Source: an optimization exercise on an open RTL-to-GDS flow (aim: small area). Production flows keep margins and buffers that such runs may drop.
At most, simulation tests tie the RTL to the original design; equivalence was not proved.
Power figures rest on the tool's default switching activity, not on a simulated workload.

== v6 ==
// typing_test_top
module typing_test_top(
        input wire clk,
        input wire rst,  
        input wire [3:0] rows,
        output wire [3:0] cols,
        output wire [3:0] Anode_Activate,
        output wire [6:0] LED_out,
        output wire SSD_Anode_Activate,
        output wire [6:0] SSD_LED_out
    );
Size in the first run: about 1300 cells after synthesis, about 200 flip-flops, ~29 I/O pins.
clock: 160.0 ns
lec_check: 0
abc_area: 0
cap_margin: 20
core_margin: 2
core_utilization: 60
slew_margin: 20
standard.sh (not shown) runs the stock make flow with config.mk's settings and CLKGATE_MAP_FILE= SYNTH_SCRIPT=/design/flow/synth_recipe.tcl, a recipe that flattens the netlist after the stock synthesis.
==> flow/flow/run.sh <==
#!/bin/bash
# The standard layout (standard.sh), with two changes: the ports are buffered
# with the smallest buffer, and clock tree synthesis adds no dummy loads and
# builds its tree from clkbuf_8.
set -euo pipefail
export BUFFER_PORTS_ARGS="-buffer_cell sky130_fd_sc_hd__buf_1"
export CTS_ARGS="-sink_clustering_enable -repair_clock_nets -dont_use_dummy_load -buf_list sky130_fd_sc_hd__clkbuf_8"
bash standard.sh finish > standard.log 2>&1
Modified inputs, v7 compared to v6
-- flow/design.v --
<<< v6, line 211
    wire ax = aj || lj;
    wire running = ax || wjp;
    reg [3:0] a;
    always @(*) begin
        case (p)
            3'd0: a = nw3;
            3'd1: a = nw2;
            3'd2: a = nw1;
            3'd3: a = nw0;
            default: a = 4'd0;
        endcase
    end
    wire st_add = !st;
    wire [15:0] dv = aj ? S : lj ? wc_inc : E;
>>> v7, line 211
    wire ax = aj || lj;
    wire running = ax || wjp;
    wire [1:0] ni = is_sel ? led_select : p[1:0];
    wire [3:0] nwn = ni[1] ? (ni[0] ? nw0 : nw1) : (ni[0] ? nw2 : nw3);
    wire [3:0] a = p[2] ? 4'd0 : nwn;
    wire st_add = !st;
    wire [15:0] dv = aj ? S : lj ? wc_inc : E;
<<< v6, line 232
    wire [20:0] xm = add20({2'd0, X[17:0]}, m6 ? {1'b0, X[17:0], 1'b0} : {X[17:0], 2'b00}, 1'b0);
    wire [19:0] xsc = {xm[18:0], 1'b0};
    wire [3:0] uh = aj ? at : vh;
    wire [3:0] uo = aj ? ao : vo;
    wire [20:0] uh10_w = add20({16'd0, uo}, {16'd0, uh[2:0], 1'b0}, 1'b0);
    wire [3:0] uh10 = {uh10_w[3] ^ uh[0], uh10_w[2:0]};                   
>>> v7, line 225
    wire [20:0] xm = add20({2'd0, X[17:0]}, m6 ? {1'b0, X[17:0], 1'b0} : {X[17:0], 2'b00}, 1'b0);
    wire [19:0] xsc = {xm[18:0], 1'b0};
    wire [3:0] uh = vh;
    wire [3:0] uo = vo;
    wire [20:0] uh10_w = add20({16'd0, uo}, {16'd0, uh[2:0], 1'b0}, 1'b0);
    wire [3:0] uh10 = {uh10_w[3] ^ uh[0], uh10_w[2:0]};                   
<<< v6, line 294
                    co <= vo;
                    job1 <= 1'b0;
                end else wjp <= 1'b0;
            end else if (tick) begin
                if (wjp) job1 <= 1'b1;
>>> v7, line 287
                    co <= vo;
                    job1 <= 1'b0;
                end else if (!init_aj) wjp <= 1'b0;
            end else if (init_aj) begin
                wjp <= 1'b1;     
            end else if (tick) begin
                if (wjp) job1 <= 1'b1;
<<< v6, line 330
            else if (lj_done) lj <= 1'b0;
        end
        if (init_wj) begin
            vh <= 4'd0;
            vo <= 4'd0;
        end else if (running && !ax) begin
            vh <= un_h;
            vo <= un_o;
>>> v7, line 325
            else if (lj_done) lj <= 1'b0;
        end
        if (init_wj || init_aj) begin
            vh <= 4'd0;
            vo <= 4'd0;
        end else if (running && !lj) begin
            vh <= un_h;
            vo <= un_o;
<<< v6, line 349
            S <= S_inc;
            if (correct && cdig == 2'd0) wc <= wc_inc[13:0];
            at <= nz ? 4'd0 : 4'd10;
            ao <= 4'd0;
        end else if (aj) begin
            at <= un_h;
            ao <= un_o;
        end
    end
>>> v7, line 344
            S <= S_inc;
            if (correct && cdig == 2'd0) wc <= wc_inc[13:0];
            if (!nz) begin
                at <= 4'd10;
                ao <= 4'd0;
            end
        end else if (aj_done) begin
            at <= vh;
            ao <= vo;
        end
    end
<<< v6, line 380
    wire [1:0] ci = ~ls ^ {cw_rev, cw_rev};
    wire [3:0] cwn = ci[1] ? (ci[0] ? cw[15:12] : cw[11:8]) : (ci[0] ? cw[7:4] : cw[3:0]);
    wire [3:0] nwn = ls[1] ? (ls[0] ? nw0 : nw1) : (ls[0] ? nw2 : nw3);
    wire [3:0] rsn = ls[1] ? (ls[0] ? co : ch) : (ls[0] ? e_one : e_ten);
    wire [3:0] dsel = mode[1] ? rsn : mode[0] ? mod10(cwn) : nwn;
>>> v7, line 377
    wire [1:0] ci = ~ls ^ {cw_rev, cw_rev};
    wire [3:0] cwn = ci[1] ? (ci[0] ? cw[15:12] : cw[11:8]) : (ci[0] ? cw[7:4] : cw[3:0]);
    wire [3:0] rsn = ls[1] ? (ls[0] ? co : ch) : (ls[0] ? e_one : e_ten);
    wire [3:0] dsel = mode[1] ? rsn : mode[0] ? mod10(cwn) : nwn;
Notes after the runs:
- The combined area of all synthesized cells of v7 is higher than that of v6.
- Overall routed net length in v7 vs v6: down 390 um
- v7: switching component of the power lower than v6
- For v6, the critical path launch point was cw_rev, unlike v7, where it was mode[1].
- Changes observed in v7 relative to v6: initial core utilization climbed 0.25 points; routed length per placed instance dropped 2.6%.
- Per the comparison of v7 with v6, DRC violation total after the first TritonRoute iteration saw a decrease, footprint of the flip-flops and latches saw an increase.
The RTL of v7 was laid out without a check of its function.

* * *

== main ==
Another version of the RTL of typing_test_top (not shown whole).
Size in the first run: about 1200 cells after synthesis, about 200 flip-flops, ~29 I/O pins, roughly 11000 sq um of cells after synthesis.
export LEC_CHECK = 0
export ABC_AREA = 0
export CAP_MARGIN = 20
export CORE_MARGIN = 2
export CORE_UTILIZATION = 60
export SLEW_MARGIN = 20
create_clock -name core_clock -period 160.0 [get_ports {clk}]
Scripts as last shown in full above: flow/flow/run.sh
--- input diff main..the feature branch ---
--- a/flow/design.v
+++ b/flow/design.v
@@ -230,15 +230,15 @@
     wire [20:0] xs = add20(X, st_add ? {16'd0, a} : {4'hF, ~dv}, !st_add && (aj || (!lj && job1)));
     wire fits = xs[20];
     wire fits_e = fits && !lj;
     wire p5 = p[2] & p[0];
     wire p3 = !p[2] & p[1] & p[0];
     wire last = lj ? p3 : p5;
     wire m6 = p[2] && !p[0] && !ax;      
-    wire [20:0] xm = add20({2'd0, X[17:0]}, m6 ? {1'b0, X[17:0], 1'b0} : {X[17:0], 2'b00}, 1'b0);
+    wire [20:0] xm = add20({4'd0, X[15:0]}, m6 ? {3'd0, X[15:0], 1'b0} : {2'd0, X[15:0], 2'b00}, 1'b0);
     wire [19:0] xsc = {xm[18:0], 1'b0};
     wire [3:0] uh = vh;
     wire [3:0] uo = vo;
     wire [20:0] uh10_w = add20({16'd0, uo}, {16'd0, uh[2:0], 1'b0}, 1'b0);
     wire [3:0] uh10 = {uh10_w[3] ^ uh[0], uh10_w[2:0]};                   
     wire [3:0] f6 = {1'b0,
                      uo[3] | (uo[2] & uo[1] & uo[0]),
## What came out
The feature branch vs main, pin slew with the least headroom to its limit went up by 140 ps. ~same endpoint required time on the critical path in main and the feature branch. The via count of the first global-routing pass of the feature branch is higher than that of main. The feature branch vs main — estimated wirelength of the detail-placed design rose 470 microns. The feature branch against main: minimum clock period now larger, total via count in the routed design saw little to no change, area share of buffers outside the clock network higher, number of nets in the layout about even, total length of routed wires went up by 720 microns. The feature branch: effective utilization at floorplan is 0.20 points higher than what main reported. Looking at power share of the clock group across main and the feature branch, the one that comes out higher is the feature branch. Multi-input combinational cell area grows slightly when moving from main to the feature branch.
Function not checked in the feature branch: the RTL went through the layout flow alone.

* * *

Another version of the RTL of typing_test_top (not shown whole).
Size: about 1500 cells after synthesis, ~200 flip-flops, roughly 29 I/O pins, about 11000 um^2 of cells after synthesis.
clock: 160.0 ns
lec_check: 0
abc_area: 1
cap_margin: 20
core_margin: 2
core_utilization: 60
slew_margin: 20
Scripts as last shown in full above: flow/flow/run.sh
The baseline finished with timing, DRC and antenna clean.
Rerun with:
--- a/flow/design.v
+++ b/flow/design.v
@@ -171,17 +171,17 @@
             nd1 = 4'd10;
             nd2 = 4'd10;
         end else begin
             nd2 = ao;
             if (at == 4'd0 && o_lt) nd1 = le6 ? 4'd9 : 4'd8;
             else nd1 = o_lt ? at_m[3:0] : at;
         end
     end
-    wire [15:0] wc_inc = inc16({2'd0, wc});
+    wire [15:0] wc_next = inc16c({2'd0, wc}, word_done);
     wire nz = (|wc) | ~&cdig;        
     wire e_one9 = e_one[3] & e_one[0];
     wire [15:0] E_next = inc16c(E, tick);
     wire [15:0] e_one_next = inc16c({12'd0, e_one}, tick);
     wire [15:0] e_ten_next = inc16c({12'd0, e_ten}, tick && e_one9);
     wire [15:0] S_next = inc16c(S, tpress);
     always @(posedge clk) begin
         if (rst) begin
@@ -221,17 +221,17 @@
     reg job1;
     reg lastw;
     wire ax = aj || lj;
     wire running = ax || wjp;
     wire [1:0] ni = is_sel ? led_select : p[1:0];
     wire [3:0] nwn = ni[1] ? (ni[0] ? nw0 : nw1) : (ni[0] ? nw2 : nw3);
     wire [3:0] a = p[2] ? 4'd0 : nwn;
     wire st_add = !st;
-    wire [15:0] dv = aj ? S : lj ? wc_inc : E;
+    wire [15:0] dv = aj ? S : lj ? {2'd0, wc} : E;
     wire [20:0] xs = add20(X, st_add ? {16'd0, a} : {4'hF, ~dv}, !st_add && (aj || (!lj && job1)));
     wire fits = xs[20];
     wire fits_e = fits && !lj;
     wire p5 = p[2] & p[0];
     wire p3 = !p[2] & p[1] & p[0];
     wire last = lj ? p3 : p5;
     wire m6 = p[2] && !p[0] && !ax;      
     wire [20:0] xm = add20({2'd0, X[17:0]}, m6 ? {1'b0, X[17:0], 1'b0} : {X[17:0], 2'b00}, 1'b0);
@@ -296,17 +296,17 @@
                 if (wjp) job1 <= 1'b1;
                 else begin
                     ch <= vh;
                     co <= vo;
                     wjp <= 1'b1;
                 end
             end
         end
-        if (lj_done) lastw <= !fits;
+        if (lj_done) lastw <= !fits || ~|xs[19:0];     
         if (init_aj) begin
             X <= {4'd0, wc, ~cdig};
             p <= 3'd3;
             st <= 1'b1;
         end else if (init_lj || init_wj) begin
             X <= 20'd0;
             p <= 3'd0;
             st <= 1'b0;
@@ -330,26 +330,25 @@
         if (init_wj || init_aj) begin
             vh <= 4'd0;
             vo <= 4'd0;
         end else if (running && !lj) begin
             vh <= un_h;
             vo <= un_o;
         end
         S <= start ? 16'hFFFF : S_next;
+        wc <= start ? 14'd0 : wc_next[13:0];
         if (start) begin
             at <= 4'd10;
             ao <= 4'd0;
             acc_d1 <= 4'd0;
             acc_d2 <= 4'd0;
-            wc <= 14'd0;
         end else if (tpress) begin
             acc_d1 <= nd1;
             acc_d2 <= nd2;
-            if (correct && cdig == 2'd0) wc <= wc_inc[13:0];
             if (!nz) begin
                 at <= 4'd10;
                 ao <= 4'd0;
             end
         end else if (aj_done) begin
             at <= vh;
             ao <= vo;
         end
Flip-flop and latch count is unchanged.
Wire length grows by 0.73%.
Cell count falls by 0.95%.
Design area stays flat.
Register-to-register slack loses 1.7 ns.
Area after synthesis shrinks by 0.64%.
Power fell by 4.2%.
Clock-buffer cell count does not change.
Worst setup slack gets worse by 0.17 ns.
Non-clock buffer count is unchanged.
Clock skew increases by 0.0056 ns.
Die area is lower by 0.63%.

port drivers added, routing unchanged:
In the flow no input, the clock included, has a driving cell. The finished layouts below were timed again as built, in two steps. Step 1 (the two cells are an assumption about what drives the block):
set clk [get_ports {clk}]
set_driving_cell -lib_cell sky130_fd_sc_hd__clkbuf_16 $clk
set_driving_cell -lib_cell sky130_fd_sc_hd__buf_2 [delete_from_list [all_inputs] $clk]
Step 2 times the ports against the registers' clock, not the clock port: input delays grow and output delays shrink by t, the midpoint of the rising clock arrivals with the driver on. a / b / c = ideal / step 1 / step 2; a / b = the first two.
run	t, ns	slack for setup (ns)	hold WS [ns]	worst data-port slew with drivers (ns)	pins driven straight from the clock port
v6	0.513	124.314 / 124.270 / 124.783	0.429 / 0.429 / 0.429	0.03	1
v7	0.538	124.253 / 124.209 / 124.747	0.419 / 0.419 / 0.419	0.03	1
main	0.499	124.295 / 124.257 / 124.756	0.437 / 0.437 / 0.437	0.03	1
the feature branch	0.495	124.122 / 124.083 / 124.579	0.432 / 0.432 / 0.432	0.03	1
the first run of note 3	0.508	124.659 / 124.615 / 125.123	0.405 / 0.405 / 0.405	0.03	1
the second run of note 3	0.500	124.488 / 124.444 / 124.945	0.426 / 0.426 / 0.426	0.04	1
After both steps every run listed still meets setup and hold.
